Context: an optimization exercise on an open-source flow, tuned for small area, a short achievable clock period and few clock cycles. The choices shown serve that exercise and are no tape-out recipe.
Where RTL was checked, it was by simulation tests only, not by an equivalence proof against the original.

== red ==
## LearningMachine
module LearningMachine(input clk,rst, start, input [6:0] x1Data,x2Data, input [1:0] tData, output[1:0] signYin, output[13:0] w1,w2,b,Yin,output ReadEn, Ready);
Settings: LEC_CHECK=0, ABC_CLOCK_PERIOD_IN_PS=5000, CAP_MARGIN=20, CORE_MARGIN=2, CORE_UTILIZATION=40, SETUP_SLACK_MARGIN=5, SLEW_MARGIN=20, SYNTH_HIERARCHICAL=1, SYNTH_MINIMUM_KEEP_SIZE=0; clock period 12.0 ns.
standard.sh (not shown) runs the stock make flow with config.mk's settings and CLKGATE_MAP_FILE= SYNTH_SCRIPT=/design/flow/synth_recipe.tcl, a recipe that flattens the netlist after the stock synthesis.
==> flow/flow/run.sh <==
#!/bin/bash
set -euo pipefail
bash standard.sh SETUP_SLACK_MARGIN=7.5 'BUFFER_PORTS_ARGS=-buffer_cell sky130_fd_sc_hd__buf_1' finish > standard_make.log 2>&1
red finished all stages; the layout is clean.
The following lists how blue was set up differently from red:
--- a/flow/design.v
+++ b/flow/design.v
@@ -301,25 +301,25 @@
   multiplier MULTIPLIER(MultOp1,MultOp2, MultOut);
   adder ADDER(AddOp1,AddOp2, AddOut);
   assign compare = (Yin == 14'b0) ? 1 : (Yin[13] ^ t[1]);
   assign signYin = Yin[13] ? 2'b11 : 2'b01;  
 endmodule
 `timescale 1ns/1ns
 module LearningMachine(input clk,rst, start, input [6:0] x1Data,x2Data, input [1:0] tData, output[1:0] signYin, output[13:0] w1,w2,b,Yin,output ReadEn, Ready);
   reg busy, rdEn, valid;
   reg xlast, flag;
   reg [7:0] cnt;      
   reg [6:0] x1, x2;
+  reg [3:0] o1, o2;      
+  reg [2:0] tw1, tw2;    
   reg t;
-  wire [3:0] o1, o2;      
-  wire [2:0] tw1, tw2;    
   reg [11:0] u1, u2;
   reg [7:0] v;
   reg [13:0] yReg;
   wire [13:0] ya, yb;
   wire [11:0] u1n, u2n;
   wire n1;
   wire n2;
   wire n3;
   wire n4;
   wire n5;
   wire n6;
@@ -923,29 +923,39 @@
   wire xs2 = x2[6] ^ t;
   assign u2n = u2 + {4'd0, ~xs2, xs2, xl2} + {4'd0, ~xs2, xl2, t} + {4'b1111, 6'd0, t, 1'b0};
   wire [13:0] yt;    
   wire [13:0] y = {yt[13] ^ t, yt[12:0]};
   wire [13:0] zx = ya ^ yb ^ {ya[12:0] | yb[12:0], 1'b0} ^ {t, 13'd0};
   wire yzero = ~|zx;
   wire mis = yzero | yt[13];
   wire upd = valid & mis;
   wire clr = ~busy & start;
   wire [7:0] vn = v + {{6{t}}, ~t, 1'b1};    
   wire last = (cnt == 8'd14);
-  wire [6:0] bd1, bd2;
-  LM_bdec dec1(x1, bd1);
-  LM_bdec dec2(x2, bd2);
-  assign o1 = bd1[3:0]; assign tw1 = bd1[6:4];
-  assign o2 = bd2[3:0]; assign tw2 = bd2[6:4];
+  function [6:0] booth(input [6:0] x);
+    reg [8:0] e;
+    integer i;
+    begin
+      e = {x[6], x, 1'b0};
+      for (i = 0; i < 4; i = i + 1)
+        booth[i] = e[2*i+1] ^ e[2*i];
+      for (i = 0; i < 3; i = i + 1)
+        booth[4+i] = (e[2*i+2] & ~e[2*i+1] & ~e[2*i]) | (~e[2*i+2] & e[2*i+1] & e[2*i]);
+    end
+  endfunction
+  wire [6:0] bd1 = booth(x1Data);
+  wire [6:0] bd2 = booth(x2Data);
   always @(posedge clk) begin
     x1 <= x1Data; x2 <= x2Data; t <= tData[1];
+    o1 <= bd1[3:0]; tw1 <= bd1[6:4];
+    o2 <= bd2[3:0]; tw2 <= bd2[6:4];
   end
   always @(posedge clk) begin
     if (!busy) begin
       xlast <= 1'b0; flag <= 1'b0; cnt <= 8'd1;
     end else begin
       if (rdEn) begin
         xlast <= last;
         cnt <= last ? 8'd1 : {cnt[6:0], cnt[7] ^ cnt[5] ^ cnt[4] ^ cnt[3]};
       end
       if (rdEn && last) flag <= 1'b0;
       else if (upd && !xlast) flag <= 1'b1;
@@ -975,36 +985,22 @@
       end
     end
   end
   assign w1 = {u1, 2'b00};
   assign w2 = {u2, 2'b00};
   assign b = {v, 6'b0};
   assign Yin = yReg;
   assign signYin = {yReg[13], 1'b1};
   assign ReadEn = rdEn;
   assign Ready = ~busy;
 endmodule
-module LM_bdec(input [6:0] x, output [6:0] d);
-  function [6:0] booth(input [6:0] x);
-    reg [8:0] e;
-    integer i;
-    begin
-      e = {x[6], x, 1'b0};
-      for (i = 0; i < 4; i = i + 1)
-        booth[i] = e[2*i+1] ^ e[2*i];
-      for (i = 0; i < 3; i = i + 1)
-        booth[4+i] = (e[2*i+2] & ~e[2*i+1] & ~e[2*i]) | (~e[2*i+2] & e[2*i+1] & e[2*i]);
-    end
-  endfunction
-  assign d = booth(x);
-endmodule
 module LM_fa(input a, b, c, output s, co);
   assign s = a ^ b ^ c;
   assign co = (a & b) | (a & c) | (b & c);
 endmodule
 module LM_ha(input a, b, output s, co);
   assign s = a ^ b;
   assign co = a & b;
 endmodule
 module LM_gp(input gh, ph, gl, pl, output g, p);
   assign g = gh | (ph & gl);
   assign p = ph & pl;
- The length in cells of the worst reg-to-reg path reported for blue is smaller than that of red by 5.
- Compared with red, blue shows routability congestion estimate from global placement that has gone down by a few percent.
- From red to blue the numbers moved as follows: finished layout cell area went down; global routing usage on met3 went up; number of antenna violations at the first check in global routing did not really move.
- From red to blue the numbers moved as follows: post-CTS setup buffer count saw a decrease, die width saw an increase, time the final worst path needs with I/O delays and setup saw a decrease, cell count after synthesis saw an increase.
- For the placed instance count, blue came in 13 higher than red did.
- Between red and blue, the clock edge transition at the registers on the reported setup and hold paths does not differ in any meaningful way.
Testbench counts of blue, summed over its fixed seeds: cycles 145,544.
For red, only the layout was checked, not whether the RTL still works.

---

LearningMachine, a different RTL version from the one above (not shown whole).
Size: ~900 cells after synthesis, about 79 I/O pins, about 8700 µm² of cells after synthesis.
clock: 12.0 ns
lec_check: 0
abc_clock_period_in_ps: 5000
cap_margin: 20
core_margin: 2
core_utilization: 40
setup_slack_margin: 5
slew_margin: 20
synth_hierarchical: 1
synth_minimum_keep_size: 0
==> flow/flow/run.sh <==
#!/bin/bash
set -euo pipefail
bash standard.sh SETUP_SLACK_MARGIN=8.5 'BUFFER_PORTS_ARGS=-buffer_cell sky130_fd_sc_hd__buf_1' finish > standard_make.log 2>&1
Edit:
--- a/flow/design.v
+++ b/flow/design.v
@@ -674,26 +674,12 @@
   wire y355;
   wire y356;
   wire y357;
   wire y358;
   wire y359;
   wire y360;
-  wire z361;
-  wire z362;
-  wire z363;
-  wire z364;
-  wire z365;
-  wire z366;
-  wire z367;
-  wire z368;
-  wire z369;
-  wire z370;
-  wire z371;
-  wire z372;
-  wire z373;
-  wire z374;
   assign n1 = ((o1[0] & u1[0])) ^ x1[1];
   assign n2 = ((o1[0] & u1[1]) | (tw1[0] & u1[0])) ^ x1[1];
   assign n3 = ((o1[0] & u1[2]) | (tw1[0] & u1[1])) ^ x1[1];
   assign n4 = ((o1[0] & u1[3]) | (tw1[0] & u1[2])) ^ x1[1];
   assign n5 = ((o1[0] & u1[4]) | (tw1[0] & u1[3])) ^ x1[1];
   assign n6 = ((o1[0] & u1[5]) | (tw1[0] & u1[4])) ^ x1[1];
@@ -927,36 +913,21 @@
   assign y356 = s288 ^ g336;
   assign y357 = s290 ^ g338;
   assign y358 = s292 ^ g340;
   assign y359 = s294 ^ g342;
   assign y360 = s296 ^ g344;
   assign yt = {y360, y359, y358, y357, y356, y355, y354, y353, y352, y351, y350, y349, y348, s270};
-  assign z361 = s272 ^ (c271 | s270);
-  assign z362 = s274 ^ (c273 | s272);
-  assign z363 = s276 ^ (c275 | s274);
-  assign z364 = s278 ^ (c277 | s276);
-  assign z365 = s280 ^ (c279 | s278);
-  assign z366 = s282 ^ (c281 | s280);
-  assign z367 = s284 ^ (c283 | s282);
-  assign z368 = s286 ^ (c285 | s284);
-  assign z369 = s288 ^ (c287 | s286);
-  assign z370 = s290 ^ (c289 | s288);
-  assign z371 = s292 ^ (c291 | s290);
-  assign z372 = s294 ^ (c293 | s292);
-  assign z373 = s296 ^ (c295 | s294);
-  assign z374 = z373 ^ t;
-  assign zx = {z374, z372, z371, z370, z369, z368, z367, z366, z365, z364, z363, z362, z361, s270};
   wire [5:0] xl1 = x1[5:0] ^ {6{t}};
   wire xs1 = x1[6] ^ t;
   assign u1n = u1 + {4'd0, ~xs1, xs1, xl1} + {4'd0, ~xs1, xl1, t} + {4'b1111, 6'd0, t, 1'b0};
   wire [5:0] xl2 = x2[5:0] ^ {6{t}};
   wire xs2 = x2[6] ^ t;
   assign u2n = u2 + {4'd0, ~xs2, xs2, xl2} + {4'd0, ~xs2, xl2, t} + {4'b1111, 6'd0, t, 1'b0};
   wire [13:0] yt;    
   wire [13:0] y = {yt[13] ^ t, yt[12:0]};
-  wire [13:0] zx;
+  wire [13:0] zx = ya ^ yb ^ {ya[12:0] | yb[12:0], 1'b0} ^ {t, 13'd0};
   wire yzero = ~|zx;
   wire mis = yzero | yt[13];
   wire upd = valid & mis;
   wire clr = ~busy & start;
   wire [7:0] vn = v + {{6{t}}, ~t, 1'b1};    
   wire last = (cnt == 8'd14);
The new run completed without violations.
Routed wire length is lower by 1.8%.
Cell area is lower by 0.83%.
Die area is higher by 1.4%.
Core utilization is lower by 1.9 points.
Non-clock buffer count is lower by 17.
Testbench counts after the change, summed over its fixed seeds: cycles 145,544.
Only the layout flow was run in the first run of this note; the RTL was not checked for function there.

---

Starting RTL as in the previous note.
clock: 12.0 ns
lec_check: 0
abc_clock_period_in_ps: 5000
cap_margin: 20
core_margin: 2
core_utilization: 40
setup_slack_margin: 5
slew_margin: 20
synth_hierarchical: 1
synth_minimum_keep_size: 0
==> flow/flow/run.sh <==
#!/bin/bash
set -euo pipefail
bash standard.sh SETUP_SLACK_MARGIN=8 'BUFFER_PORTS_ARGS=-buffer_cell sky130_fd_sc_hd__buf_1' finish > standard_make.log 2>&1
Then changed:
--- a/flow/design.v
+++ b/flow/design.v
@@ -669,36 +669,22 @@
   wire y350;
   wire y351;
   wire y352;
   wire y353;
   wire y354;
   wire y355;
   wire y356;
   wire y357;
   wire y358;
   wire y359;
   wire y360;
-  wire z361;
-  wire z362;
-  wire z363;
-  wire z364;
-  wire z365;
-  wire z366;
-  wire z367;
-  wire z368;
-  wire z369;
-  wire z370;
-  wire z371;
-  wire z372;
-  wire z373;
-  wire z374;
   assign n1 = ((o1[0] & u1[0])) ^ x1[1];
   assign n2 = ((o1[0] & u1[1]) | (tw1[0] & u1[0])) ^ x1[1];
   assign n3 = ((o1[0] & u1[2]) | (tw1[0] & u1[1])) ^ x1[1];
   assign n4 = ((o1[0] & u1[3]) | (tw1[0] & u1[2])) ^ x1[1];
   assign n5 = ((o1[0] & u1[4]) | (tw1[0] & u1[3])) ^ x1[1];
   assign n6 = ((o1[0] & u1[5]) | (tw1[0] & u1[4])) ^ x1[1];
   assign n7 = ((o1[0] & u1[6]) | (tw1[0] & u1[5])) ^ x1[1];
   assign n8 = ((o1[0] & u1[7]) | (tw1[0] & u1[6])) ^ x1[1];
   assign n9 = ((o1[0] & u1[8]) | (tw1[0] & u1[7])) ^ x1[1];
   assign n10 = ((o1[0] & u1[9]) | (tw1[0] & u1[8])) ^ x1[1];
   assign n11 = ((o1[0] & u1[10]) | (tw1[0] & u1[9])) ^ x1[1];
@@ -922,46 +908,31 @@
   assign y351 = s278 ^ g314;
   assign y352 = s280 ^ g324;
   assign y353 = s282 ^ g326;
   assign y354 = s284 ^ g328;
   assign y355 = s286 ^ g330;
   assign y356 = s288 ^ g336;
   assign y357 = s290 ^ g338;
   assign y358 = s292 ^ g340;
   assign y359 = s294 ^ g342;
   assign y360 = s296 ^ g344;
   assign yt = {y360, y359, y358, y357, y356, y355, y354, y353, y352, y351, y350, y349, y348, s270};
-  assign z361 = s272 ^ (c271 | s270);
-  assign z362 = s274 ^ (c273 | s272);
-  assign z363 = s276 ^ (c275 | s274);
-  assign z364 = s278 ^ (c277 | s276);
-  assign z365 = s280 ^ (c279 | s278);
-  assign z366 = s282 ^ (c281 | s280);
-  assign z367 = s284 ^ (c283 | s282);
-  assign z368 = s286 ^ (c285 | s284);
-  assign z369 = s288 ^ (c287 | s286);
-  assign z370 = s290 ^ (c289 | s288);
-  assign z371 = s292 ^ (c291 | s290);
-  assign z372 = s294 ^ (c293 | s292);
-  assign z373 = s296 ^ (c295 | s294);
-  assign z374 = z373 ^ t;
-  assign zx = {z374, z372, z371, z370, z369, z368, z367, z366, z365, z364, z363, z362, z361, s270};
   wire [5:0] xl1 = x1[5:0] ^ {6{t}};
   wire xs1 = x1[6] ^ t;
   assign u1n = u1 + {4'd0, ~xs1, xs1, xl1} + {4'd0, ~xs1, xl1, t} + {4'b1111, 6'd0, t, 1'b0};
   wire [5:0] xl2 = x2[5:0] ^ {6{t}};
   wire xs2 = x2[6] ^ t;
   assign u2n = u2 + {4'd0, ~xs2, xs2, xl2} + {4'd0, ~xs2, xl2, t} + {4'b1111, 6'd0, t, 1'b0};
   wire [13:0] yt;    
   wire [13:0] y = {yt[13] ^ t, yt[12:0]};
-  wire [13:0] zx;
+  wire [13:0] zx = ya ^ yb ^ {ya[12:0] | yb[12:0], 1'b0} ^ {t, 13'd0};
   wire yzero = ~|zx;
   wire mis = yzero | yt[13];
   wire upd = valid & mis;
   wire clr = ~busy & start;
   wire [7:0] vn = v + {{6{t}}, ~t, 1'b1};    
   wire last = (cnt == 8'd14);
   function [6:0] booth(input [6:0] x);
     reg [8:0] e;
     integer i;
     begin
       e = {x[6], x, 1'b0};
Die area goes up by 1.4%.
Non-clock buffer count went down by 39.
Count of clock-buffer cells in the layout goes up by 4.
Utilization fell by 4.3 points.
Area after synthesis goes up by 1.5%.
Final area went down by about 6%.
Worst setup slack improved by 0.048 ns.
Clock skew went up by 0.0033 ns.
Cell count is lower by about 1%.
Register-to-register slack improved by 0.05 ns.
Testbench counts after the change, summed over its fixed seeds: cycles 145,544.
For the first run of this note, only the layout was checked, not whether the RTL still works.

[separate check: timing with driven ports]
The results above use ideal ports. As a check the final layouts listed here were re-extracted and re-timed, cells and wires unchanged.
Step 1 sets driving cells, clkbuf_16 on the clock port and buf_2 on the other inputs (assumed; they add their load-dependent delay and slew).
Step 2 moves the port delays by t, midway between the first and last clock arrival at a register: inputs arrive t later, outputs are due t later. That takes back most of the time a late clock gives input paths.
Slacks: ideal ports / drivers / drivers and shift; pairs: ideal ports / drivers.
run	shift t [ns]	slack for setup (ns)	hold slack, ns	slew at the worst register clock pin (ns)
red	0.401	6.580 / 6.580 / 6.580	0.494 / 0.494 / 0.494	0.07 / 0.07
blue	0.397	7.012 / 7.012 / 7.012	0.474 / 0.474 / 0.474	0.07 / 0.07
the first run of note 2	0.400	6.954 / 6.954 / 6.954	0.467 / 0.467 / 0.467	0.07 / 0.07
the second run of note 2	0.397	7.046 / 7.046 / 7.046	0.461 / 0.461 / 0.461	0.07 / 0.07
the first run of note 3	0.403	6.971 / 6.971 / 6.971	0.465 / 0.465 / 0.465	0.07 / 0.07
the second run of note 3	0.395	7.019 / 7.019 / 7.019	0.467 / 0.467 / 0.467	0.06 / 0.06
After both steps every run listed still meets setup and hold.
